Source: an optimization exercise on an open RTL-to-GDS flow (aim: small area). Production flows keep margins and buffers that such runs may drop. Only simulation tests tie the RTL to the original design; equivalence was not proved.

==> flow/design.v <==
module AudioADC(
input AUD_BCLK,
input rst,
input AUD_ADCLRCK,
input AUD_ADCDAT,
output reg [15:0] dataL,
output reg [15:0] dataR
);
localparam START = 2'd0, WAIT = 2'd1, BITS = 2'd2, DONE = 2'd3;
reg [1:0] s;
reg [4:0] count;
reg [31:0] shift;
reg doneD;
always @(posedge AUD_BCLK or negedge rst)
begin
	if (rst == 0)
		begin
			s <= START;
			count <= 5'd31;
		end
	else
		case (s)
			START: s <= WAIT;
			WAIT:  if (AUD_ADCLRCK) s <= BITS;
			BITS:
				begin
					count <= count - 5'd1;  
					if (count == 5'd0) s <= DONE;
				end
			DONE:  s <= WAIT;
		endcase
end
always @(posedge AUD_BCLK)
begin
	shift <= {shift[30:0], AUD_ADCDAT};
	doneD <= (s == DONE);
	if (s == DONE)
		dataL <= shift[31:16];
	if (doneD)
		dataR <= shift[16:1];
end
endmodule
module AudioDAC(
input AUD_BCLK,
input rst,
input AUD_DACLRCK,
input [15:0] half,
output load,
output reg loadLo,
output AUD_DACDAT
);
localparam START = 2'd0, WAIT = 2'd1, BITS = 2'd2, DONE = 2'd3;
reg [1:0] s;
reg [4:0] count;
reg [31:0] sr;
reg msb;
assign load = (s == WAIT) & AUD_DACLRCK;
always @(posedge AUD_BCLK or negedge rst)
begin
	if (rst == 0)
		begin
			s <= START;
			count <= 5'd31;
		end
	else
		case (s)
			START: s <= WAIT;
			WAIT:  if (AUD_DACLRCK) s <= BITS;
			BITS:
				begin
					count <= count - 5'd1;  
					if (count == 5'd0) s <= DONE;
				end
			DONE:  s <= WAIT;
		endcase
end
always @(posedge AUD_BCLK)
begin
	loadLo <= load;
	if (load)
		msb <= half[15];
	if (load)
		sr <= {half, sr[14:0], sr[31]};
	else if (loadLo)
		sr <= {sr[30:16], half, sr[31]};
	else
		sr <= {sr[30:0], sr[31]};
end
assign AUD_DACDAT = (s == BITS) ? sr[31] : msb;
endmodule
module FxCore(
input [143:0] x,
input [15:0] dflt,
input lpf,
input hpf,
input comb,
input mavg,
output [15:0] y
);
wire [15:0] u0 = {~x[15], x[14:0]};
wire [15:0] u1 = {~x[31], x[30:16]};
wire [15:0] u2 = {~x[47], x[46:32]};
wire [15:0] u3 = {~x[63], x[62:48]};
wire [15:0] u4 = {~x[79], x[78:64]};
wire [15:0] u5 = {~x[95], x[94:80]};
wire [15:0] u6 = {~x[111], x[110:96]};
wire [15:0] u7 = {~x[127], x[126:112]};
wire [15:0] u8 = {~x[143], x[142:128]};
wire ncomb = ~comb;
wire hs1;
wire hc2;
wire fs3;
wire fc4;
wire fs5;
wire fc6;
wire fs7;
wire fc8;
wire fs9;
wire fc10;
wire fs11;
wire fc12;
wire fs13;
wire fc14;
wire fs15;
wire fc16;
wire fs17;
wire fc18;
wire fs19;
wire fc20;
wire fs21;
wire fc22;
wire fs23;
wire fc24;
wire fs25;
wire fc26;
wire fs27;
wire fc28;
wire fs29;
wire fc30;
wire fs31;
wire fc32;
wire hs33;
wire hc34;
wire fs35;
wire fc36;
wire fs37;
wire fc38;
wire fs39;
wire fc40;
wire fs41;
wire fc42;
wire fs43;
wire fc44;
wire fs45;
wire fc46;
wire fs47;
wire fc48;
wire fs49;
wire fc50;
wire fs51;
wire fc52;
wire fs53;
wire fc54;
wire fs55;
wire fc56;
wire fs57;
wire fc58;
wire fs59;
wire fc60;
wire fs61;
wire fc62;
wire fs63;
wire fc64;
wire hs65;
wire hc66;
wire fs67;
wire fc68;
wire fs69;
wire fc70;
wire fs71;
wire fc72;
wire fs73;
wire fc74;
wire fs75;
wire fc76;
wire fs77;
wire fc78;
wire fs79;
wire fc80;
wire fs81;
wire fc82;
wire fs83;
wire fc84;
wire fs85;
wire fc86;
wire fs87;
wire fc88;
wire fs89;
wire fc90;
wire fs91;
wire fc92;
wire fs93;
wire fc94;
wire fs95;
wire fc96;
wire hs97;
wire hc98;
wire fs99;
wire fc100;
wire fs101;
wire fc102;
wire fs103;
wire fc104;
wire fs105;
wire fc106;
wire fs107;
wire fc108;
wire fs109;
wire fc110;
wire fs111;
wire fc112;
wire fs113;
wire fc114;
wire fs115;
wire fc116;
wire fs117;
wire fc118;
wire fs119;
wire fc120;
wire fs121;
wire fc122;
wire fs123;
wire fc124;
wire fs125;
wire fc126;
wire fs127;
wire fc128;
wire [17:0] oa;
wire [17:0] ob;
wire [17:0] ea;
wire [17:0] eb;
wire fs129;
wire fc130;
wire fs131;
wire fc132;
wire hs133;
wire hc134;
wire fs135;
wire fc136;
wire hs137;
wire hc138;
wire fs139;
wire fc140;
wire hs141;
wire hc142;
wire fs143;
wire fc144;
wire hs145;
wire hc146;
wire fs147;
wire fc148;
wire hs149;
wire hc150;
wire fs151;
wire fc152;
wire hs153;
wire hc154;
wire fs155;
wire fc156;
wire hs157;
wire hc158;
wire fs159;
wire fc160;
wire hs161;
wire hc162;
wire fs163;
wire fc164;
wire hs165;
wire hc166;
wire fs167;
wire fc168;
wire hs169;
wire hc170;
wire fs171;
wire fc172;
wire hs173;
wire hc174;
wire fs175;
wire fc176;
wire hs177;
wire hc178;
wire fs179;
wire fc180;
wire hs181;
wire hc182;
wire fs183;
wire fc184;
wire hs185;
wire hc186;
wire fs187;
wire fc188;
wire fs189;
wire fc190;
wire fs191;
wire fc192;
wire hs193;
wire hc194;
wire fs195;
wire fc196;
wire hs197;
wire hc198;
wire hs199;
wire hc200;
wire fs201;
wire fc202;
wire fs203;
wire fc204;
wire fs205;
wire fc206;
wire fs207;
wire fc208;
wire fs209;
wire fc210;
wire fs211;
wire fc212;
wire fs213;
wire fc214;
wire fs215;
wire fc216;
wire fs217;
wire fc218;
wire fs219;
wire fc220;
wire fs221;
wire fc222;
wire fs223;
wire fc224;
wire fs225;
wire fc226;
wire fs227;
wire fc228;
wire fs229;
wire fc230;
wire fs231;
wire fc232;
wire fs233;
wire fc234;
wire hs235;
wire hc236;
wire fs237;
wire fc238;
wire fs239;
wire fc240;
wire fs241;
wire fc242;
wire fs243;
wire fc244;
wire fs245;
wire fc246;
wire fs247;
wire fc248;
wire fs249;
wire fc250;
wire fs251;
wire fc252;
wire fs253;
wire fc254;
wire fs255;
wire fc256;
wire fs257;
wire fc258;
wire fs259;
wire fc260;
wire fs261;
wire fc262;
wire fs263;
wire fc264;
wire fs265;
wire fc266;
wire fs267;
wire fc268;
wire fs269;
wire fc270;
wire fs271;
wire fc272;
wire [19:0] sa;
wire [19:0] sb;
wire [15:0] p = comb ? u0 : (lpf | hpf | mavg) ? u4 : {~dflt[15], dflt[14:0]};
wire [17:0] qa = {18{lpf | mavg}} & oa;
wire [17:0] qb = {18{lpf | mavg}} & ob;
wire [17:0] ra = {{2{mavg}} & ea[17:16], ({16{mavg}} & ea[15:0]) | ({16{hpf}} & ~ea[15:0]) | ({16{comb}} & ~u8)};
wire [17:0] rb = {{2{mavg}} & eb[17:16], ({16{mavg}} & eb[15:0]) | ({16{hpf}} & ~eb[15:0])};
assign hs1 = u1[0] ^ u3[0];
assign hc2 = u1[0] & u3[0];
assign fs3 = u1[1] ^ u3[1] ^ u5[1];
assign fc4 = (u1[1] & u3[1]) | (u5[1] & (u1[1] ^ u3[1]));
assign fs5 = u1[2] ^ u3[2] ^ u5[2];
assign fc6 = (u1[2] & u3[2]) | (u5[2] & (u1[2] ^ u3[2]));
assign fs7 = u1[3] ^ u3[3] ^ u5[3];
assign fc8 = (u1[3] & u3[3]) | (u5[3] & (u1[3] ^ u3[3]));
assign fs9 = u1[4] ^ u3[4] ^ u5[4];
assign fc10 = (u1[4] & u3[4]) | (u5[4] & (u1[4] ^ u3[4]));
assign fs11 = u1[5] ^ u3[5] ^ u5[5];
assign fc12 = (u1[5] & u3[5]) | (u5[5] & (u1[5] ^ u3[5]));
assign fs13 = u1[6] ^ u3[6] ^ u5[6];
assign fc14 = (u1[6] & u3[6]) | (u5[6] & (u1[6] ^ u3[6]));
assign fs15 = u1[7] ^ u3[7] ^ u5[7];
assign fc16 = (u1[7] & u3[7]) | (u5[7] & (u1[7] ^ u3[7]));
assign fs17 = u1[8] ^ u3[8] ^ u5[8];
assign fc18 = (u1[8] & u3[8]) | (u5[8] & (u1[8] ^ u3[8]));
assign fs19 = u1[9] ^ u3[9] ^ u5[9];
assign fc20 = (u1[9] & u3[9]) | (u5[9] & (u1[9] ^ u3[9]));
assign fs21 = u1[10] ^ u3[10] ^ u5[10];
assign fc22 = (u1[10] & u3[10]) | (u5[10] & (u1[10] ^ u3[10]));
assign fs23 = u1[11] ^ u3[11] ^ u5[11];
assign fc24 = (u1[11] & u3[11]) | (u5[11] & (u1[11] ^ u3[11]));
assign fs25 = u1[12] ^ u3[12] ^ u5[12];
assign fc26 = (u1[12] & u3[12]) | (u5[12] & (u1[12] ^ u3[12]));
assign fs27 = u1[13] ^ u3[13] ^ u5[13];
assign fc28 = (u1[13] & u3[13]) | (u5[13] & (u1[13] ^ u3[13]));
assign fs29 = u1[14] ^ u3[14] ^ u5[14];
assign fc30 = (u1[14] & u3[14]) | (u5[14] & (u1[14] ^ u3[14]));
assign fs31 = u1[15] ^ u3[15] ^ u5[15];
assign fc32 = (u1[15] & u3[15]) | (u5[15] & (u1[15] ^ u3[15]));
assign hs33 = hs1 ^ u5[0];
assign hc34 = hs1 & u5[0];
assign fs35 = fs3 ^ u7[1] ^ hc2;
assign fc36 = (fs3 & u7[1]) | (hc2 & (fs3 ^ u7[1]));
assign fs37 = fs5 ^ u7[2] ^ fc4;
assign fc38 = (fs5 & u7[2]) | (fc4 & (fs5 ^ u7[2]));
assign fs39 = fs7 ^ u7[3] ^ fc6;
assign fc40 = (fs7 & u7[3]) | (fc6 & (fs7 ^ u7[3]));
assign fs41 = fs9 ^ u7[4] ^ fc8;
assign fc42 = (fs9 & u7[4]) | (fc8 & (fs9 ^ u7[4]));
assign fs43 = fs11 ^ u7[5] ^ fc10;
assign fc44 = (fs11 & u7[5]) | (fc10 & (fs11 ^ u7[5]));
assign fs45 = fs13 ^ u7[6] ^ fc12;
assign fc46 = (fs13 & u7[6]) | (fc12 & (fs13 ^ u7[6]));
assign fs47 = fs15 ^ u7[7] ^ fc14;
assign fc48 = (fs15 & u7[7]) | (fc14 & (fs15 ^ u7[7]));
assign fs49 = fs17 ^ u7[8] ^ fc16;
assign fc50 = (fs17 & u7[8]) | (fc16 & (fs17 ^ u7[8]));
assign fs51 = fs19 ^ u7[9] ^ fc18;
assign fc52 = (fs19 & u7[9]) | (fc18 & (fs19 ^ u7[9]));
assign fs53 = fs21 ^ u7[10] ^ fc20;
assign fc54 = (fs21 & u7[10]) | (fc20 & (fs21 ^ u7[10]));
assign fs55 = fs23 ^ u7[11] ^ fc22;
assign fc56 = (fs23 & u7[11]) | (fc22 & (fs23 ^ u7[11]));
assign fs57 = fs25 ^ u7[12] ^ fc24;
assign fc58 = (fs25 & u7[12]) | (fc24 & (fs25 ^ u7[12]));
assign fs59 = fs27 ^ u7[13] ^ fc26;
assign fc60 = (fs27 & u7[13]) | (fc26 & (fs27 ^ u7[13]));
assign fs61 = fs29 ^ u7[14] ^ fc28;
assign fc62 = (fs29 & u7[14]) | (fc28 & (fs29 ^ u7[14]));
assign fs63 = fs31 ^ u7[15] ^ fc30;
assign fc64 = (fs31 & u7[15]) | (fc30 & (fs31 ^ u7[15]));
assign hs65 = u0[0] ^ u2[0];
assign hc66 = u0[0] & u2[0];
assign fs67 = u0[1] ^ u2[1] ^ u6[1];
assign fc68 = (u0[1] & u2[1]) | (u6[1] & (u0[1] ^ u2[1]));
assign fs69 = u0[2] ^ u2[2] ^ u6[2];
assign fc70 = (u0[2] & u2[2]) | (u6[2] & (u0[2] ^ u2[2]));
assign fs71 = u0[3] ^ u2[3] ^ u6[3];
assign fc72 = (u0[3] & u2[3]) | (u6[3] & (u0[3] ^ u2[3]));
assign fs73 = u0[4] ^ u2[4] ^ u6[4];
assign fc74 = (u0[4] & u2[4]) | (u6[4] & (u0[4] ^ u2[4]));
assign fs75 = u0[5] ^ u2[5] ^ u6[5];
assign fc76 = (u0[5] & u2[5]) | (u6[5] & (u0[5] ^ u2[5]));
assign fs77 = u0[6] ^ u2[6] ^ u6[6];
assign fc78 = (u0[6] & u2[6]) | (u6[6] & (u0[6] ^ u2[6]));
assign fs79 = u0[7] ^ u2[7] ^ u6[7];
assign fc80 = (u0[7] & u2[7]) | (u6[7] & (u0[7] ^ u2[7]));
assign fs81 = u0[8] ^ u2[8] ^ u6[8];
assign fc82 = (u0[8] & u2[8]) | (u6[8] & (u0[8] ^ u2[8]));
assign fs83 = u0[9] ^ u2[9] ^ u6[9];
assign fc84 = (u0[9] & u2[9]) | (u6[9] & (u0[9] ^ u2[9]));
assign fs85 = u0[10] ^ u2[10] ^ u6[10];
assign fc86 = (u0[10] & u2[10]) | (u6[10] & (u0[10] ^ u2[10]));
assign fs87 = u0[11] ^ u2[11] ^ u6[11];
assign fc88 = (u0[11] & u2[11]) | (u6[11] & (u0[11] ^ u2[11]));
assign fs89 = u0[12] ^ u2[12] ^ u6[12];
assign fc90 = (u0[12] & u2[12]) | (u6[12] & (u0[12] ^ u2[12]));
assign fs91 = u0[13] ^ u2[13] ^ u6[13];
assign fc92 = (u0[13] & u2[13]) | (u6[13] & (u0[13] ^ u2[13]));
assign fs93 = u0[14] ^ u2[14] ^ u6[14];
assign fc94 = (u0[14] & u2[14]) | (u6[14] & (u0[14] ^ u2[14]));
assign fs95 = u0[15] ^ u2[15] ^ u6[15];
assign fc96 = (u0[15] & u2[15]) | (u6[15] & (u0[15] ^ u2[15]));
assign hs97 = hs65 ^ u6[0];
assign hc98 = hs65 & u6[0];
assign fs99 = fs67 ^ u8[1] ^ hc66;
assign fc100 = (fs67 & u8[1]) | (hc66 & (fs67 ^ u8[1]));
assign fs101 = fs69 ^ u8[2] ^ fc68;
assign fc102 = (fs69 & u8[2]) | (fc68 & (fs69 ^ u8[2]));
assign fs103 = fs71 ^ u8[3] ^ fc70;
assign fc104 = (fs71 & u8[3]) | (fc70 & (fs71 ^ u8[3]));
assign fs105 = fs73 ^ u8[4] ^ fc72;
assign fc106 = (fs73 & u8[4]) | (fc72 & (fs73 ^ u8[4]));
assign fs107 = fs75 ^ u8[5] ^ fc74;
assign fc108 = (fs75 & u8[5]) | (fc74 & (fs75 ^ u8[5]));
assign fs109 = fs77 ^ u8[6] ^ fc76;
assign fc110 = (fs77 & u8[6]) | (fc76 & (fs77 ^ u8[6]));
assign fs111 = fs79 ^ u8[7] ^ fc78;
assign fc112 = (fs79 & u8[7]) | (fc78 & (fs79 ^ u8[7]));
assign fs113 = fs81 ^ u8[8] ^ fc80;
assign fc114 = (fs81 & u8[8]) | (fc80 & (fs81 ^ u8[8]));
assign fs115 = fs83 ^ u8[9] ^ fc82;
assign fc116 = (fs83 & u8[9]) | (fc82 & (fs83 ^ u8[9]));
assign fs117 = fs85 ^ u8[10] ^ fc84;
assign fc118 = (fs85 & u8[10]) | (fc84 & (fs85 ^ u8[10]));
assign fs119 = fs87 ^ u8[11] ^ fc86;
assign fc120 = (fs87 & u8[11]) | (fc86 & (fs87 ^ u8[11]));
assign fs121 = fs89 ^ u8[12] ^ fc88;
assign fc122 = (fs89 & u8[12]) | (fc88 & (fs89 ^ u8[12]));
assign fs123 = fs91 ^ u8[13] ^ fc90;
assign fc124 = (fs91 & u8[13]) | (fc90 & (fs91 ^ u8[13]));
assign fs125 = fs93 ^ u8[14] ^ fc92;
assign fc126 = (fs93 & u8[14]) | (fc92 & (fs93 ^ u8[14]));
assign fs127 = fs95 ^ u8[15] ^ fc94;
assign fc128 = (fs95 & u8[15]) | (fc94 & (fs95 ^ u8[15]));
assign oa = {1'b0, fc32, fs63, fs61, fs59, fs57, fs55, fs53, fs51, fs49, fs47, fs45, fs43, fs41, fs39, fs37, fs35, hs33};
assign ob = {1'b0, fc64, fc62, fc60, fc58, fc56, fc54, fc52, fc50, fc48, fc46, fc44, fc42, fc40, fc38, fc36, hc34, u7[0]};
assign ea = {1'b0, fc96, fs127, fs125, fs123, fs121, fs119, fs117, fs115, fs113, fs111, fs109, fs107, fs105, fs103, fs101, fs99, hs97};
assign eb = {1'b0, fc128, fc126, fc124, fc122, fc120, fc118, fc116, fc114, fc112, fc110, fc108, fc106, fc104, fc102, fc100, hc98, u8[0]};
assign fs129 = p[0] ^ qa[0] ^ qb[0];
assign fc130 = (p[0] & qa[0]) | (qb[0] & (p[0] ^ qa[0]));
assign fs131 = p[1] ^ qa[1] ^ qb[1];
assign fc132 = (p[1] & qa[1]) | (qb[1] & (p[1] ^ qa[1]));
assign hs133 = ra[1] ^ rb[1];
assign hc134 = ra[1] & rb[1];
assign fs135 = p[2] ^ qa[2] ^ qb[2];
assign fc136 = (p[2] & qa[2]) | (qb[2] & (p[2] ^ qa[2]));
assign hs137 = ra[2] ^ rb[2];
assign hc138 = ra[2] & rb[2];
assign fs139 = p[3] ^ qa[3] ^ qb[3];
assign fc140 = (p[3] & qa[3]) | (qb[3] & (p[3] ^ qa[3]));
assign hs141 = ra[3] ^ rb[3];
assign hc142 = ra[3] & rb[3];
assign fs143 = p[4] ^ qa[4] ^ qb[4];
assign fc144 = (p[4] & qa[4]) | (qb[4] & (p[4] ^ qa[4]));
assign hs145 = ra[4] ^ rb[4];
assign hc146 = ra[4] & rb[4];
assign fs147 = p[5] ^ qa[5] ^ qb[5];
assign fc148 = (p[5] & qa[5]) | (qb[5] & (p[5] ^ qa[5]));
assign hs149 = ra[5] ^ rb[5];
assign hc150 = ra[5] & rb[5];
assign fs151 = p[6] ^ qa[6] ^ qb[6];
assign fc152 = (p[6] & qa[6]) | (qb[6] & (p[6] ^ qa[6]));
assign hs153 = ra[6] ^ rb[6];
assign hc154 = ra[6] & rb[6];
assign fs155 = p[7] ^ qa[7] ^ qb[7];
assign fc156 = (p[7] & qa[7]) | (qb[7] & (p[7] ^ qa[7]));
assign hs157 = ra[7] ^ rb[7];
assign hc158 = ra[7] & rb[7];
assign fs159 = p[8] ^ qa[8] ^ qb[8];
assign fc160 = (p[8] & qa[8]) | (qb[8] & (p[8] ^ qa[8]));
assign hs161 = ra[8] ^ rb[8];
assign hc162 = ra[8] & rb[8];
assign fs163 = p[9] ^ qa[9] ^ qb[9];
assign fc164 = (p[9] & qa[9]) | (qb[9] & (p[9] ^ qa[9]));
assign hs165 = ra[9] ^ rb[9];
assign hc166 = ra[9] & rb[9];
assign fs167 = p[10] ^ qa[10] ^ qb[10];
assign fc168 = (p[10] & qa[10]) | (qb[10] & (p[10] ^ qa[10]));
assign hs169 = ra[10] ^ rb[10];
assign hc170 = ra[10] & rb[10];
assign fs171 = p[11] ^ qa[11] ^ qb[11];
assign fc172 = (p[11] & qa[11]) | (qb[11] & (p[11] ^ qa[11]));
assign hs173 = ra[11] ^ rb[11];
assign hc174 = ra[11] & rb[11];
assign fs175 = p[12] ^ qa[12] ^ qb[12];
assign fc176 = (p[12] & qa[12]) | (qb[12] & (p[12] ^ qa[12]));
assign hs177 = ra[12] ^ rb[12];
assign hc178 = ra[12] & rb[12];
assign fs179 = p[13] ^ qa[13] ^ qb[13];
assign fc180 = (p[13] & qa[13]) | (qb[13] & (p[13] ^ qa[13]));
assign hs181 = ra[13] ^ rb[13];
assign hc182 = ra[13] & rb[13];
assign fs183 = p[14] ^ qa[14] ^ qb[14];
assign fc184 = (p[14] & qa[14]) | (qb[14] & (p[14] ^ qa[14]));
assign hs185 = ra[14] ^ rb[14];
assign hc186 = ra[14] & rb[14];
assign fs187 = p[15] ^ qa[15] ^ qb[15];
assign fc188 = (p[15] & qa[15]) | (qb[15] & (p[15] ^ qa[15]));
assign fs189 = ra[15] ^ rb[15] ^ ncomb;
assign fc190 = (ra[15] & rb[15]) | (ncomb & (ra[15] ^ rb[15]));
assign fs191 = qa[16] ^ qb[16] ^ ra[16];
assign fc192 = (qa[16] & qb[16]) | (ra[16] & (qa[16] ^ qb[16]));
assign hs193 = rb[16] ^ 1'b1;
assign hc194 = rb[16] & 1'b1;
assign fs195 = qa[17] ^ qb[17] ^ ra[17];
assign fc196 = (qa[17] & qb[17]) | (ra[17] & (qa[17] ^ qb[17]));
assign hs197 = rb[17] ^ 1'b1;
assign hc198 = rb[17] & 1'b1;
assign hs199 = fs129 ^ ra[0];
assign hc200 = fs129 & ra[0];
assign fs201 = fs131 ^ hs133 ^ hpf;
assign fc202 = (fs131 & hs133) | (hpf & (fs131 ^ hs133));
assign fs203 = fs135 ^ hs137 ^ fc132;
assign fc204 = (fs135 & hs137) | (fc132 & (fs135 ^ hs137));
assign fs205 = fs139 ^ hs141 ^ fc136;
assign fc206 = (fs139 & hs141) | (fc136 & (fs139 ^ hs141));
assign fs207 = fs143 ^ hs145 ^ fc140;
assign fc208 = (fs143 & hs145) | (fc140 & (fs143 ^ hs145));
assign fs209 = fs147 ^ hs149 ^ fc144;
assign fc210 = (fs147 & hs149) | (fc144 & (fs147 ^ hs149));
assign fs211 = fs151 ^ hs153 ^ fc148;
assign fc212 = (fs151 & hs153) | (fc148 & (fs151 ^ hs153));
assign fs213 = fs155 ^ hs157 ^ fc152;
assign fc214 = (fs155 & hs157) | (fc152 & (fs155 ^ hs157));
assign fs215 = fs159 ^ hs161 ^ fc156;
assign fc216 = (fs159 & hs161) | (fc156 & (fs159 ^ hs161));
assign fs217 = fs163 ^ hs165 ^ fc160;
assign fc218 = (fs163 & hs165) | (fc160 & (fs163 ^ hs165));
assign fs219 = fs167 ^ hs169 ^ fc164;
assign fc220 = (fs167 & hs169) | (fc164 & (fs167 ^ hs169));
assign fs221 = fs171 ^ hs173 ^ fc168;
assign fc222 = (fs171 & hs173) | (fc168 & (fs171 ^ hs173));
assign fs223 = fs175 ^ hs177 ^ fc172;
assign fc224 = (fs175 & hs177) | (fc172 & (fs175 ^ hs177));
assign fs225 = fs179 ^ hs181 ^ fc176;
assign fc226 = (fs179 & hs181) | (fc176 & (fs179 ^ hs181));
assign fs227 = fs183 ^ hs185 ^ fc180;
assign fc228 = (fs183 & hs185) | (fc180 & (fs183 ^ hs185));
assign fs229 = fs187 ^ fs189 ^ fc184;
assign fc230 = (fs187 & fs189) | (fc184 & (fs187 ^ fs189));
assign fs231 = fs191 ^ hs193 ^ fc188;
assign fc232 = (fs191 & hs193) | (fc188 & (fs191 ^ hs193));
assign fs233 = fs195 ^ hs197 ^ fc192;
assign fc234 = (fs195 & hs197) | (fc192 & (fs195 ^ hs197));
assign hs235 = hs199 ^ rb[0];
assign hc236 = hs199 & rb[0];
assign fs237 = fs201 ^ fc130 ^ hc200;
assign fc238 = (fs201 & fc130) | (hc200 & (fs201 ^ fc130));
assign fs239 = fs203 ^ hc134 ^ fc202;
assign fc240 = (fs203 & hc134) | (fc202 & (fs203 ^ hc134));
assign fs241 = fs205 ^ hc138 ^ fc204;
assign fc242 = (fs205 & hc138) | (fc204 & (fs205 ^ hc138));
assign fs243 = fs207 ^ hc142 ^ fc206;
assign fc244 = (fs207 & hc142) | (fc206 & (fs207 ^ hc142));
assign fs245 = fs209 ^ hc146 ^ fc208;
assign fc246 = (fs209 & hc146) | (fc208 & (fs209 ^ hc146));
assign fs247 = fs211 ^ hc150 ^ fc210;
assign fc248 = (fs211 & hc150) | (fc210 & (fs211 ^ hc150));
assign fs249 = fs213 ^ hc154 ^ fc212;
assign fc250 = (fs213 & hc154) | (fc212 & (fs213 ^ hc154));
assign fs251 = fs215 ^ hc158 ^ fc214;
assign fc252 = (fs215 & hc158) | (fc214 & (fs215 ^ hc158));
assign fs253 = fs217 ^ hc162 ^ fc216;
assign fc254 = (fs217 & hc162) | (fc216 & (fs217 ^ hc162));
assign fs255 = fs219 ^ hc166 ^ fc218;
assign fc256 = (fs219 & hc166) | (fc218 & (fs219 ^ hc166));
assign fs257 = fs221 ^ hc170 ^ fc220;
assign fc258 = (fs221 & hc170) | (fc220 & (fs221 ^ hc170));
assign fs259 = fs223 ^ hc174 ^ fc222;
assign fc260 = (fs223 & hc174) | (fc222 & (fs223 ^ hc174));
assign fs261 = fs225 ^ hc178 ^ fc224;
assign fc262 = (fs225 & hc178) | (fc224 & (fs225 ^ hc178));
assign fs263 = fs227 ^ hc182 ^ fc226;
assign fc264 = (fs227 & hc182) | (fc226 & (fs227 ^ hc182));
assign fs265 = fs229 ^ hc186 ^ fc228;
assign fc266 = (fs229 & hc186) | (fc228 & (fs229 ^ hc186));
assign fs267 = fs231 ^ fc190 ^ fc230;
assign fc268 = (fs231 & fc190) | (fc230 & (fs231 ^ fc190));
assign fs269 = fs233 ^ hc194 ^ fc232;
assign fc270 = (fs233 & hc194) | (fc232 & (fs233 ^ hc194));
assign fs271 = fc196 ^ hc198 ^ fc234;
assign fc272 = (fc196 & hc198) | (fc234 & (fc196 ^ hc198));
assign sa = {1'b1, fs271, fs269, fs267, fs265, fs263, fs261, fs259, fs257, fs255, fs253, fs251, fs249, fs247, fs245, fs243, fs241, fs239, fs237, hs235};
assign sb = {fc272, fc270, fc268, fc266, fc264, fc262, fc260, fc258, fc256, fc254, fc252, fc250, fc248, fc246, fc244, fc242, fc240, fc238, hc236, comb};
wire [20:0] cc;    
wire [19:0] s0;    
wire [19:0] s;
assign cc[0] = 1'b0;
assign cc[7] = 1'b0;
assign cc[13] = 1'b0;
genvar gi;
generate for (gi = 0; gi < 20; gi = gi + 1) begin : rca
	assign s0[gi] = sa[gi] ^ sb[gi] ^ cc[gi];
	if (gi != 6 && gi != 12)
		assign cc[gi+1] = (sa[gi] & sb[gi]) | (cc[gi] & (sa[gi] ^ sb[gi]));
end endgenerate
assign s[6:0] = s0[6:0];
wire cin7 = (sa[6] & sb[6]) | (cc[6] & (sa[6] ^ sb[6]));
wire [13:7] ones7;   
assign ones7[7] = 1'b1;
generate for (gi = 7; gi < 13; gi = gi + 1) begin : inc7
	assign ones7[gi+1] = ones7[gi] & s0[gi];
	assign s[gi] = s0[gi] ^ (cin7 & ones7[gi]);
end endgenerate
wire cout13 = (sa[12] & sb[12]) | (cc[12] & (sa[12] ^ sb[12]));
wire cin13 = cout13 | (cin7 & ones7[13]);
wire [20:13] ones13;   
assign ones13[13] = 1'b1;
generate for (gi = 13; gi < 20; gi = gi + 1) begin : inc13
	assign ones13[gi+1] = ones13[gi] & s0[gi];
	assign s[gi] = s0[gi] ^ (cin13 & ones13[gi]);
end endgenerate
wire negfrac = s[19] & (s[2:0] != 3'd0);
wire [16:0] aones;   
wire [15:0] avg;
assign aones[0] = 1'b1;
genvar ai;
generate for (ai = 0; ai < 16; ai = ai + 1) begin : div
	assign aones[ai+1] = aones[ai] & s[ai+3];
	assign avg[ai] = s[ai+3] ^ (negfrac & aones[ai]);
end endgenerate
assign y = mavg ? avg : s[15:0];
endmodule
module AudioEffects(
input AUD_BCLK,
input rst,
input sw1,
input sw2,
input sw3,
input sw4,
input sw5,
input AUD_ADCDAT,
input AUD_ADCLRCK,
input AUD_DACLRCK,
output AUD_DACDAT
);
wire [15:0] adcL, adcR;
wire dacLoad;
wire phase;         
wire dacBit;
AudioADC myADC(
.AUD_BCLK(AUD_BCLK),
.rst(rst),
.AUD_ADCLRCK(AUD_ADCLRCK),
.AUD_ADCDAT(AUD_ADCDAT),
.dataL(adcL),
.dataR(adcR)
);
reg [143:0] lineL;
reg [143:0] lineR;
reg shiftR;
always @(posedge AUD_BCLK)
begin
	shiftR <= AUD_DACLRCK;
	if (AUD_DACLRCK == 1)
		lineL <= {lineL[127:0], adcL};
	if (shiftR == 1)
		lineR <= {lineR[127:0], adcR};
end
reg [3:0] selD;
always @(posedge AUD_BCLK)
	selD <= {sw5, sw4, sw3, sw2};
wire [3:0] sel = phase ? selD : {sw5, sw4, sw3, sw2};
wire [143:0] x = phase ? lineR : lineL;
wire [15:0] dflt = phase ? adcR : adcL;
wire [15:0] half;
FxCore core(.x(x), .dflt(dflt),
	.lpf(sel == 4'b1000), .hpf(sel == 4'b0100), .comb(sel == 4'b0010), .mavg(sel == 4'b0001),
	.y(half));
AudioDAC myDAC(
.AUD_BCLK(AUD_BCLK),
.rst(rst),
.AUD_DACLRCK(AUD_DACLRCK),
.half(half),
.load(dacLoad),
.loadLo(phase),
.AUD_DACDAT(dacBit)
);
assign AUD_DACDAT = sw1 & dacBit;
endmodule
==> flow/flow/run.sh <==
#!/bin/bash
# Own layout flow: the standard flow (standard.sh) with four changes.
#  - Synthesis is synth_recipe.tcl unchanged except that its ABC call (the
#    mapping of the logic between the registers to cells, after the
#    registers are mapped) uses the area-oriented script abc_amap.script.
#  - polopt.py then removes inverters left next to the full adders, by
#    complementing full adders (self-dual) and swapping gates for their
#    complementary cells; the netlist's function and registers stay.
#  - The clock tree is built without dummy loads, from clusters of up to
#    30 sinks.
#  - The ports are buffered with buf_1 cells.
# Output: standard_synth.log and standard.log (standard.sh), polopt.log;
# each ORFS step's own log is in orfs/logs.
set -euo pipefail
here=$(pwd)
{
  echo 'proc abc {args} {'
  echo '  set i [lsearch $args -script]'
  echo "  if {\$i >= 0} { lset args [expr {\$i + 1}] $here/flow/abc_amap.script }"
  echo '  yosys abc {*}$args'
  echo '}'
  cat synth_recipe.tcl
} > flow/area_synth.tcl
grep -q 'SYNTH_SCRIPT=' standard.sh
sed "s#SYNTH_SCRIPT=[^ ]*#SYNTH_SCRIPT=$here/flow/area_synth.tcl#" standard.sh > flow/standard_area.sh
export CTS_ARGS="-sink_clustering_enable -repair_clock_nets -sink_clustering_size 30 -sink_clustering_max_diameter 110 -buf_list sky130_fd_sc_hd__clkbuf_16 -dont_use_dummy_load"
export BUFFER_PORTS_ARGS="-buffer_cell sky130_fd_sc_hd__buf_1"
res=$here/orfs/results/${FLOW_PLATFORM:-sky130hd}/AudioEffects/base
bash flow/standard_area.sh "$res/1_2_yosys.v" > standard_synth.log 2>&1
python3 flow/polopt.py "$FLOW_HOME/platforms/${FLOW_PLATFORM:-sky130hd}/lib/sky130_fd_sc_hd__tt_025C_1v80.lib" \
  "$res/1_2_yosys.v" > polopt.log 2>&1
bash flow/standard_area.sh > standard.log 2>&1
==> flow/flow/abc_amap.script <==
strash
dch
amap
topo
==> flow/flow/area_synth.tcl <==
proc abc {args} {
  set i [lsearch $args -script]
  if {$i >= 0} { lset args [expr {$i + 1}] /design/flow/flow/abc_amap.script }
  yosys abc {*}$args
}
proc synth {args} { yosys synth -nofsm -noshare {*}$args }
source $::env(SCRIPTS_DIR)/synth.tcl
# left out here: clear keep_hierarchy, flatten, clean up, hide names made inside functions, write 1_2_yosys.v
==> flow/flow/polopt.py <==
#!/usr/bin/env python3
"""Inverter clean-up on a mapped sky130hd netlist written by yosys.

Synthesis leaves inverters next to the full adders it extracted (a full
adder is a black box to the later logic mapping).  This chooses, for every
full adder and for every gate that has a complementary cell with the same
pins (a22o/a22oi, o22a/o22ai, and2/nand2, ...), whether to complement it:
  - a full adder is self-dual, FA(~a,~b,~c) = (~sum,~cout), so it is
    complemented by complementing its inputs and its outputs;
  - a gate is complemented by swapping it for its complementary cell,
    which complements its output.
Every signal then needs at most one inverter, shared by the loads that
want it complemented.  A local search minimises the cell area; the netlist
is rewritten in place.  The function is unchanged, and registers, half
adders, buffers and all other cells keep their type and connections.
usage: polopt.py LIBERTY NETLIST
"""
import random
import re
import sys
from collections import defaultdict
from itertools import product

libpath, path = sys.argv[1], sys.argv[2]
lib = open(libpath).read()
P = "sky130_fd_sc_hd__"

# --- liberty: area, pins and output function of each cell -------------------
cells = {}
for m in re.finditer(r'\n\s*cell\s*\(\s*"?(\w+)"?\s*\)\s*\{', lib):
    name = m.group(1)
    start = m.end()
    depth, i = 1, start
    while depth:
        c = lib[i]
        depth += (c == "{") - (c == "}")
        i += 1
    body = lib[start:i]
    am = re.search(r"\barea\s*:\s*([\d.]+)", body)
    pins = {}
    for pm in re.finditer(r'\bpin\s*\(\s*"?(\w+)"?\s*\)\s*\{', body):
        j, d = pm.end(), 1
        while d:
            d += (body[j] == "{") - (body[j] == "}")
            j += 1
        pb = body[pm.end():j]
        dm = re.search(r"\bdirection\s*:\s*\"?(\w+)", pb)
        fm = re.search(r'\bfunction\s*:\s*"([^"]*)"', pb)
        pins[pm.group(1)] = (dm.group(1) if dm else "", fm.group(1) if fm else None)
    cells[name] = {"area": float(am.group(1)) if am else 0.0, "pins": pins,
                   "ff": "ff" in body[:2000] and re.search(r"\bff\s*\(", body) is not None}


def truth(cell):
    pins = cells[cell]["pins"]
    ins = sorted(p for p, (d, f) in pins.items() if d == "input")
    outs = [(p, f) for p, (d, f) in pins.items() if d == "output" and f]
    if len(outs) != 1:
        return None
    op, f = outs[0]
    expr = f.replace("!", " not ").replace("&", " and ").replace("|", " or ").replace("^", " != ")
    expr = re.sub(r"(\w+)'", r"(not \1)", expr)
    tt = []
    for vals in product([False, True], repeat=len(ins)):
        env = dict(zip(ins, vals))
        try:
            tt.append(bool(eval(expr, {}, env)))
        except Exception:
            return None
    return (tuple(ins), op, tuple(tt))


tts = {}
for c in cells:
    if c.startswith(P) and not cells[c]["ff"]:
        t = truth(c)
        if t:
            tts[c] = t
# complementary partner: same input pins, complemented function, same size
partner = {}
for a, ta in tts.items():
    sa = a.rsplit("_", 1)[1]
    for b, tb in tts.items():
        if b == a or b.rsplit("_", 1)[1] != sa or ta[0] != tb[0]:
            continue
        if all(x != y for x, y in zip(ta[2], tb[2])) and len(ta[0]) >= 2:
            partner[a] = (b, ta[1], tb[1])
dont = re.compile(r"(probe|lpflow|clk|dly|buf|inv|conb|tap|fill|decap|diode|ha_|fa_)")
partner = {a: v for a, v in partner.items() if not dont.search(a) and not dont.search(v[0])}

# --- netlist -------------------------------------------------------------------
text = open(path).read()
inst_re = re.compile(r"^([ \t]*)(" + P + r"\w+)\s+(\S+)\s*\((.*?)\);[ \t]*$", re.M | re.S)
pin_re = re.compile(r"\.(\w+)\(([^()]*)\)")
insts = {}
for mm in inst_re.finditer(text):
    pins = {p: n.strip() for p, n in pin_re.findall(mm.group(4))}
    insts[mm.group(3)] = {"type": mm.group(2), "pins": pins, "span": mm.span()}

frozen = set()
tokre = r"\\\S+|[A-Za-z_][\w$]*"
for a in re.finditer(r"^\s*assign\s+(.*?);", text, re.M | re.S):
    frozen.update(re.findall(tokre, a.group(1)))
for d in re.finditer(r"^\s*(input|output|inout)\b(.*?);", text, re.M | re.S):
    frozen.update(re.findall(tokre, d.group(2)))


def is_frozen(n):
    b = n if n.startswith("\\") else n.split("[")[0]
    return n in frozen or b in frozen or n.startswith("1'b") or n == ""


def outpins(t):
    return {p for p, (d, f) in cells[t]["pins"].items() if d == "output"}


def is_inv(t):
    return re.search(r"__(inv|clkinv)_\d+$", t) is not None


def is_fa(t):
    return re.search(r"__fa_\d+$", t) is not None


driver = {}
loads = defaultdict(list)
for name, c in insts.items():
    op = outpins(c["type"])
    for p, n in c["pins"].items():
        if p in op:
            driver[n] = (name, p)
        else:
            loads[n].append((name, p))

# variables: full adders (kind 'fa') and gates with a partner (kind 'g')
kind = {}
for name, c in insts.items():
    if is_fa(c["type"]):
        kind[name] = "fa"
    elif c["type"] in partner:
        kind[name] = "g"

# signals: a net not driven by an inverter, with its consumers (inst, pin, q):
# q = 1 when the consumer takes it through an inverter.
signals = {}
fixed = set()
for n, (dn, dp) in driver.items():
    if is_inv(insts[dn]["type"]):
        continue
    cons, invs, bad = [], [], is_frozen(n)
    for (li, lp) in loads[n]:
        if is_inv(insts[li]["type"]):
            y = insts[li]["pins"]["Y"]
            invs.append(li)
            if is_frozen(y):
                bad = True
            for (ki, kp) in loads[y]:
                if is_inv(insts[ki]["type"]):
                    bad = True
                cons.append((ki, kp, 1))
        else:
            cons.append((li, lp, 0))
    signals[n] = {"drv": dn, "cons": cons, "invs": invs, "bad": bad}
    if bad:
        fixed.add(dn)
        for (ci, cp, q) in cons:
            fixed.add(ci)
# a variable must see all its pins in known signals
pin_in_sig = set()
for n, s in signals.items():
    for (ci, cp, q) in s["cons"]:
        pin_in_sig.add((ci, cp))
for name in list(kind):
    c = insts[name]
    op = outpins(c["type"])
    ok = name not in fixed
    for p, n in c["pins"].items():
        if p in op:
            ok = ok and n in signals
        elif kind[name] == "fa":
            ok = ok and (name, p) in pin_in_sig
    if not ok:
        del kind[name]
var = list(kind)
pol = {v: 0 for v in var}
touch = defaultdict(set)
for n, s in signals.items():
    if s["drv"] in kind:
        touch[s["drv"]].add(n)
    for (ci, cp, q) in s["cons"]:
        if kind.get(ci) == "fa":
            touch[ci].add(n)
INV = cells[P + "inv_1"]["area"]


def need(s, ci, q):
    # does consumer ci need the complement of what its driver puts out?
    return pol.get(s["drv"], 0) ^ q ^ (pol.get(ci, 0) if kind.get(ci) == "fa" else 0)


def scost(n):
    s = signals[n]
    return INV if any(need(s, ci, q) for (ci, cp, q) in s["cons"]) else 0.0


def vcost(v):
    if kind[v] == "g" and pol[v]:
        return cells[partner[insts[v]["type"]][0]]["area"] - cells[insts[v]["type"]]["area"]
    return 0.0


def delta(v):
    before = sum(scost(n) for n in touch[v]) + vcost(v)
    pol[v] ^= 1
    after = sum(scost(n) for n in touch[v]) + vcost(v)
    pol[v] ^= 1
    return after - before


def total():
    return sum(scost(n) for n in signals if not signals[n]["bad"]) + sum(vcost(v) for v in var)


start = total()
rng = random.Random(7)
best, bestc, cur = dict(pol), start, start
for it in range(300):
    improved = True
    while improved:
        improved = False
        for v in var:
            d = delta(v)
            if d < -1e-9 or (abs(d) < 1e-9 and rng.random() < 0.2):
                pol[v] ^= 1
                cur += d
                improved = improved or d < -1e-9
    if cur < bestc - 1e-9:
        bestc, best = cur, dict(pol)
    pol, cur = dict(best), bestc
    for v in rng.sample(var, max(1, len(var) // 8)):
        cur += delta(v)
        pol[v] ^= 1
pol = best
assert abs(total() - bestc) < 1e-6

# --- rewrite ------------------------------------------------------------------
dead, new_insts, cnt = set(), [], [0]


def fresh(prefix):
    cnt[0] += 1
    return "_polopt_%s%d_" % (prefix, cnt[0])


for v in var:
    if kind[v] == "g" and pol[v]:
        c = insts[v]
        nb, oa, ob = partner[c["type"]]
        c["type"] = nb
        c["pins"][ob] = c["pins"].pop(oa)
for n, s in signals.items():
    if s["bad"]:
        continue
    involved = s["drv"] in kind or any(ci in kind for (ci, cp, q) in s["cons"])
    if not involved:
        continue
    needers = [(ci, cp) for (ci, cp, q) in s["cons"] if need(s, ci, q)]
    invs = list(s["invs"])
    if needers:
        if invs:
            keep = invs.pop(0)
            y = insts[keep]["pins"]["Y"]
        else:
            y = fresh("n")
            new_insts.append((fresh("i"), n, y))
        for (ci, cp) in needers:
            insts[ci]["pins"][cp] = y
    dead.update(invs)
    for (ci, cp, q) in s["cons"]:
        if not need(s, ci, q):
            insts[ci]["pins"][cp] = n


def fmt(v):
    return v + " " if v.startswith("\\") else v


out, pos = [], 0
for s0, e0, name in sorted((c["span"][0], c["span"][1], nm) for nm, c in insts.items()):
    out.append(text[pos:s0])
    c = insts[name]
    if name not in dead:
        ind = re.match(r"[ \t]*", text[s0:e0]).group(0)
        conns = ",\n".join("%s    .%s(%s)" % (ind, p, fmt(v)) for p, v in c["pins"].items())
        out.append("%s%s %s (\n%s\n%s);" % (ind, c["type"], name, conns, ind))
    pos = e0
tail = text[pos:]
extra = "".join("  wire %s;\n" % y for (nm, a, y) in new_insts)
extra += "".join("  %sinv_1 %s (\n    .A(%s),\n    .Y(%s)\n  );\n" % (P, nm, fmt(a), fmt(y)) for (nm, a, y) in new_insts)
k = tail.rindex("endmodule")
open(path, "w").write("".join(out) + tail[:k] + extra + tail[k:])
nfl = sum(pol[v] for v in var if kind[v] == "fa")
ngl = sum(pol[v] for v in var if kind[v] == "g")
print("polopt: %d full adders and %d gates complemented (of %d and %d); %d inverters removed, %d added; "
      "area %.1f -> %.1f of the cost counted" % (nfl, ngl, sum(1 for v in var if kind[v] == "fa"),
      sum(1 for v in var if kind[v] == "g"), len(dead), len(new_insts), start, bestc))
==> flow/flow/standard_area.sh <==
#!/bin/bash
# The standard flow's own layout of this design, on the ORFS make targets given (by default finish). After
# finish it leaves the final layout's DEF at /design/flow/out/final.def.
set -euo pipefail
make -C /OpenROAD-flow-scripts/flow DESIGN_CONFIG=/design/flow/config.mk WORK_HOME=/design/flow/orfs CLKGATE_MAP_FILE= SYNTH_SCRIPT=/design/flow/flow/area_synth.tcl ABC_AREA=1 CAP_MARGIN=20 CORE_MARGIN=2 CORE_UTILIZATION=40 CTS_BUF_LIST=sky130_fd_sc_hd__clkbuf_16 CTS_CLUSTER_DIAMETER=110 CTS_CLUSTER_SIZE=30 SLEW_MARGIN=20 "${@:-finish}"
if [[ -f /design/flow/orfs/results/sky130hd/AudioEffects/base/6_final.odb ]]; then
  : # left out here: write the final layout as DEF
fi
==> flow/standard.sh <==
#!/bin/bash
# synth_recipe.tcl (not shown) runs the flow's synth.tcl, then flattens the netlist and writes it again
# the make line also repeats each setting of config.mk as NAME=value (left out here)
make -C /OpenROAD-flow-scripts/flow DESIGN_CONFIG=/design/flow/config.mk WORK_HOME=/design/flow/orfs CLKGATE_MAP_FILE= SYNTH_SCRIPT=/design/flow/synth_recipe.tcl "${@:-finish}"
==> flow/config.mk <==
export PLATFORM = sky130hd
export DESIGN_NAME = AudioEffects
export DESIGN_NICKNAME = AudioEffects
export VERILOG_FILES = /design/flow/design.v
export SDC_FILE = /design/flow/constraint.sdc
export NUM_CORES = 4
export LEC_CHECK = 0
export ABC_AREA = 1
export CAP_MARGIN = 20
export CORE_MARGIN = 2
export CORE_UTILIZATION = 40
export CTS_BUF_LIST = sky130_fd_sc_hd__clkbuf_16
export CTS_CLUSTER_DIAMETER = 110
export CTS_CLUSTER_SIZE = 30
export SLEW_MARGIN = 20
==> flow/constraint.sdc <==
create_clock -name core_clock -period 10.0 [get_ports {AUD_BCLK}]
set_input_delay 2.0000 -clock core_clock [delete_from_list [all_inputs] [get_ports {AUD_BCLK}]]
set_output_delay 2.0000 -clock core_clock [all_outputs]
set_load 0.01 [all_outputs]
==> impl_summary.txt <==
----------------------------------------------------
[Detailed routing]
  Number of nets with antenna violations after detailed routing ... 0
  Wire per inst ... around 20 um
  Drt first-iter violations ... 958
  Drt drc ... 0
  Total iterations of the first detailed-routing run ... 7
  Via count ... 9,435
  Mean number of vias per cell ... 5.40
  Total detailed-routing wirelength ... 34.6 mm

[Layout]
  Final instance area ... 19,200 sq um
  Area growth from synthesis to layout ... 9.68%
  Proportion of layout cells with a drive suffix above 1 ... 0.0852
  Utilization of the core after routing ... 0.445
  Total inserted antenna cells ... 0
  Fill cells ... 3,853
  # nets final ... 1,336

[Clocking]
  Number of gates resized after CTS ... 0
  Num Clock Sinks ... 406
  CTS tree ... done
  Number of setup buffers added after CTS ... 0
  H-tree depth ... 1
  Clock latency at the later pin of the worst-skew pair ... 0.53 ns
  Clock slew at reported path FFs ... 0.12 ns
  Number of buffers on the longest clock path ... 3
  Number of CTS-inserted buffers ... 17
  Root Buffer Master ... sky130_fd_sc_hd__clkbuf_16
  Hold bufs inserted after CTS ... 0

[Timing]
  Endpoints failing setup ... 0
  Fin worst setup slack ... 0.519 ns
  Number of failing hold endpoints at the final stage ... 0
  RSZ-0062 raised after global routing ... no
  Top achievable clock speed ... 105 MHz
  Final sum of negative setup slack ... 0 ns
  Transition time at the pin with the least slew margin ... 1.06 ns
  Skew final ... 0.0300 ns
  Period utilization ... 0.948
  Max-slew violation total from the final report ... 0
  Final worst path period need ... 9.48 ns
  Relative max-transition margin ... 0.290

[Flow run]
  Max-cap violations ... 0

[Global route]
  Vias in the first global route ... 9,764
  GRT Resource Usage Total ... 0.158
  Antenna violations before repair ... 0
  Residual overflow from global routing ... 0
  First-pass GRT wire length ... 55.8 mm
  Largest net degree at the start of global routing ... 109

[Logic synthesis]
  Cell Area, Synth ... roughly 18,000 sq um
  Post-Synthesis Cells ... 1,093
  Mean instance size in the synthesized netlist ... 16.0 sq um
  Synthesized Nets ... approximately 1,300
  Warnings from Yosys ... 3

[Floorplanning]
  Die boundary width ... approximately 210 um
  Cell Rows ... 76
  Count of boundary I/O pins ... 11
  Chip height ... 213 um
  Initial core utilization ... 0.406
  Core Box Area ... about 43,000 sq um
  Total die area ... 45,500 sq um

[Place]
  HPWL Detailed ... 23.2 mm
  Place WS ... -0.0632 ns
  Instance area after placement ... ~19,000 sq um
  Routability congestion estimate ... roughly 0.8
  Number of input and output port buffers inserted ... 10

[Min path]
  Worst min-delay path category ... reg2reg

[Worst setup path]
  CP Launch Type ... input port
  Delay of the slowest cell on the worst path ... between 0.5 and 0.6 ns
  Most repeated library cell on the critical path ... sky130_fd_sc_hd__fa_2
  Critical path type ... in2reg
  Crit end category ... flip-flop
  Data arrival time of the critical path ... 9.89 ns
  Endpoint required time on the critical path ... 10.41 ns
  Worst Path Max Fanout ... 18
  Crit path max-delay cell type ... sky130_fd_sc_hd__or4_4

[Outcome]
  Status ... finished clean

----------------------------------------------------
==> critical path, delay by kind of cell <==
| kind | cells | cell delay [ns] |
|---|---|---|
| AOI/OAI and AO/OA | 10 | 1.39 |
| adders and majority gates | 9 | 3.45 |
| buffers and inverters | 10 | 0.94 |
| and+or+nand+nor | 14 | 2.04 |
==> cell type report <==
class / count / area (sq um) / share of cell area
repair buffers: 52 / 373 / 0.0194
flip-flops and latches: 406 / 11400 / 0.595
well taps: 585 / 732 / 0.0381
multi-input cells: 608 / 5930 / 0.308
inverters: 79 / 329 / 0.0171
clock buffers: 17 / 425 / 0.0221
==> placed cells by master, fill, tap and decap left out, types with 7 or more instances in the layout <==
cell / instances
sky130_fd_sc_hd__nand2_1: 43
sky130_fd_sc_hd__buf_1: 9
sky130_fd_sc_hd__dfxtp_1: 69
sky130_fd_sc_hd__buf_4: 40
sky130_fd_sc_hd__ha_1: 34
sky130_fd_sc_hd__o22a_1: 48
sky130_fd_sc_hd__o32ai_1: 18
sky130_fd_sc_hd__clkbuf_16: 17
sky130_fd_sc_hd__clkinv_1: 60
sky130_fd_sc_hd__nor2_1: 30
sky130_fd_sc_hd__nor2b_1: 23
sky130_fd_sc_hd__a22oi_1: 23
sky130_fd_sc_hd__fa_1: 120
sky130_fd_sc_hd__fa_2: 7
sky130_fd_sc_hd__dfstp_2: 10
sky130_fd_sc_hd__o21ai_0: 46
sky130_fd_sc_hd__a21oi_1: 12
sky130_fd_sc_hd__o22ai_1: 114
sky130_fd_sc_hd__inv_1: 14
sky130_fd_sc_hd__edfxtp_1: 321
sky130_fd_sc_hd__a221oi_1: 28
==> layer usage <==
metal / part of all wire / track usage / vias up
li1: - / - / 4384
met1: 0.49 / 0.244 / 4846
met2: 0.46 / 0.241 / 172
met3: 0.042 / 0.0215 / 33
met4: 0.014 / 0.0261 / 0
met5: 0 / 0 / -
==> per-stage QoR <==
| stage | hold slack [ns] | std cells |
|---|---|---|
| finish | 0.354 | 1747 |
| global route | 0.363 | 1747 |
| CTS | 0.353 | 1747 |
| detailed placement | 0.333 | 1730 |
| global placement | 0.334 | 1730 |
| floorplan | 0.310 | 1093 |
==> sequential cells by signal (all words and copies together) (netlist names) <==
| signal | cells |
|---|---|
| myADC.dataR | 16 |
| lineL | 144 |
| myADC.doneD | 1 |
| myADC.shift | 32 |
| myDAC.loadLo | 1 |
| myDAC.s | 2 |
| myADC.dataL | 16 |
| selD | 4 |
| myDAC.msb | 1 |
| myDAC.count | 5 |
| myDAC.sr | 32 |
| myADC.count | 5 |
| shiftR | 1 |
| lineR | 144 |
| myADC.s | 2 |
==> path summary, 6_finish.rpt <==
kind                                  from  cells past startpoint  slack [ns]         endpoint
max                                    sw2                     43        0.52     myDAC.sr[16]
max in group asynchronous              rst                      1        8.04       myDAC.s[1]
min                        myADC.shift[18]                      0        0.35  myADC.shift[19]
max reg2reg                   myDAC.loadLo                     38        1.08     myDAC.sr[16]
min in group asynchronous              rst                      1        1.50       myADC.s[0]
min reg2reg                myADC.shift[18]                      0        0.35  myADC.shift[19]

afterwards: timing with drivers on the ports:
No port has a modelled driver above. Below, the same layout with a new extraction and two added sets of constraints. Step 1 assumes that a clkbuf_16 drives the clock port and a buf_2 every other input. Step 2 also shifts input and output timing later by t, the mid clock arrival at the registers, as if the neighbouring blocks saw the same clock. a / b / c = ideal ports / drivers / drivers and shift; a / b = the first two.
shift t [ns]: 0.573
slack for setup (ns): 0.519 / 0.550 / -0.023
hold WS [ns]: 0.354 / 0.354 / 0.354
worst setup path after step 2: input to register
worst data-port slew with drivers (ns): 0.03
Met with ideal ports but missed after step 2: setup timing in this run. The setup slack of this run moves by +0.031 ns with the drivers and by -0.542 ns with both steps.
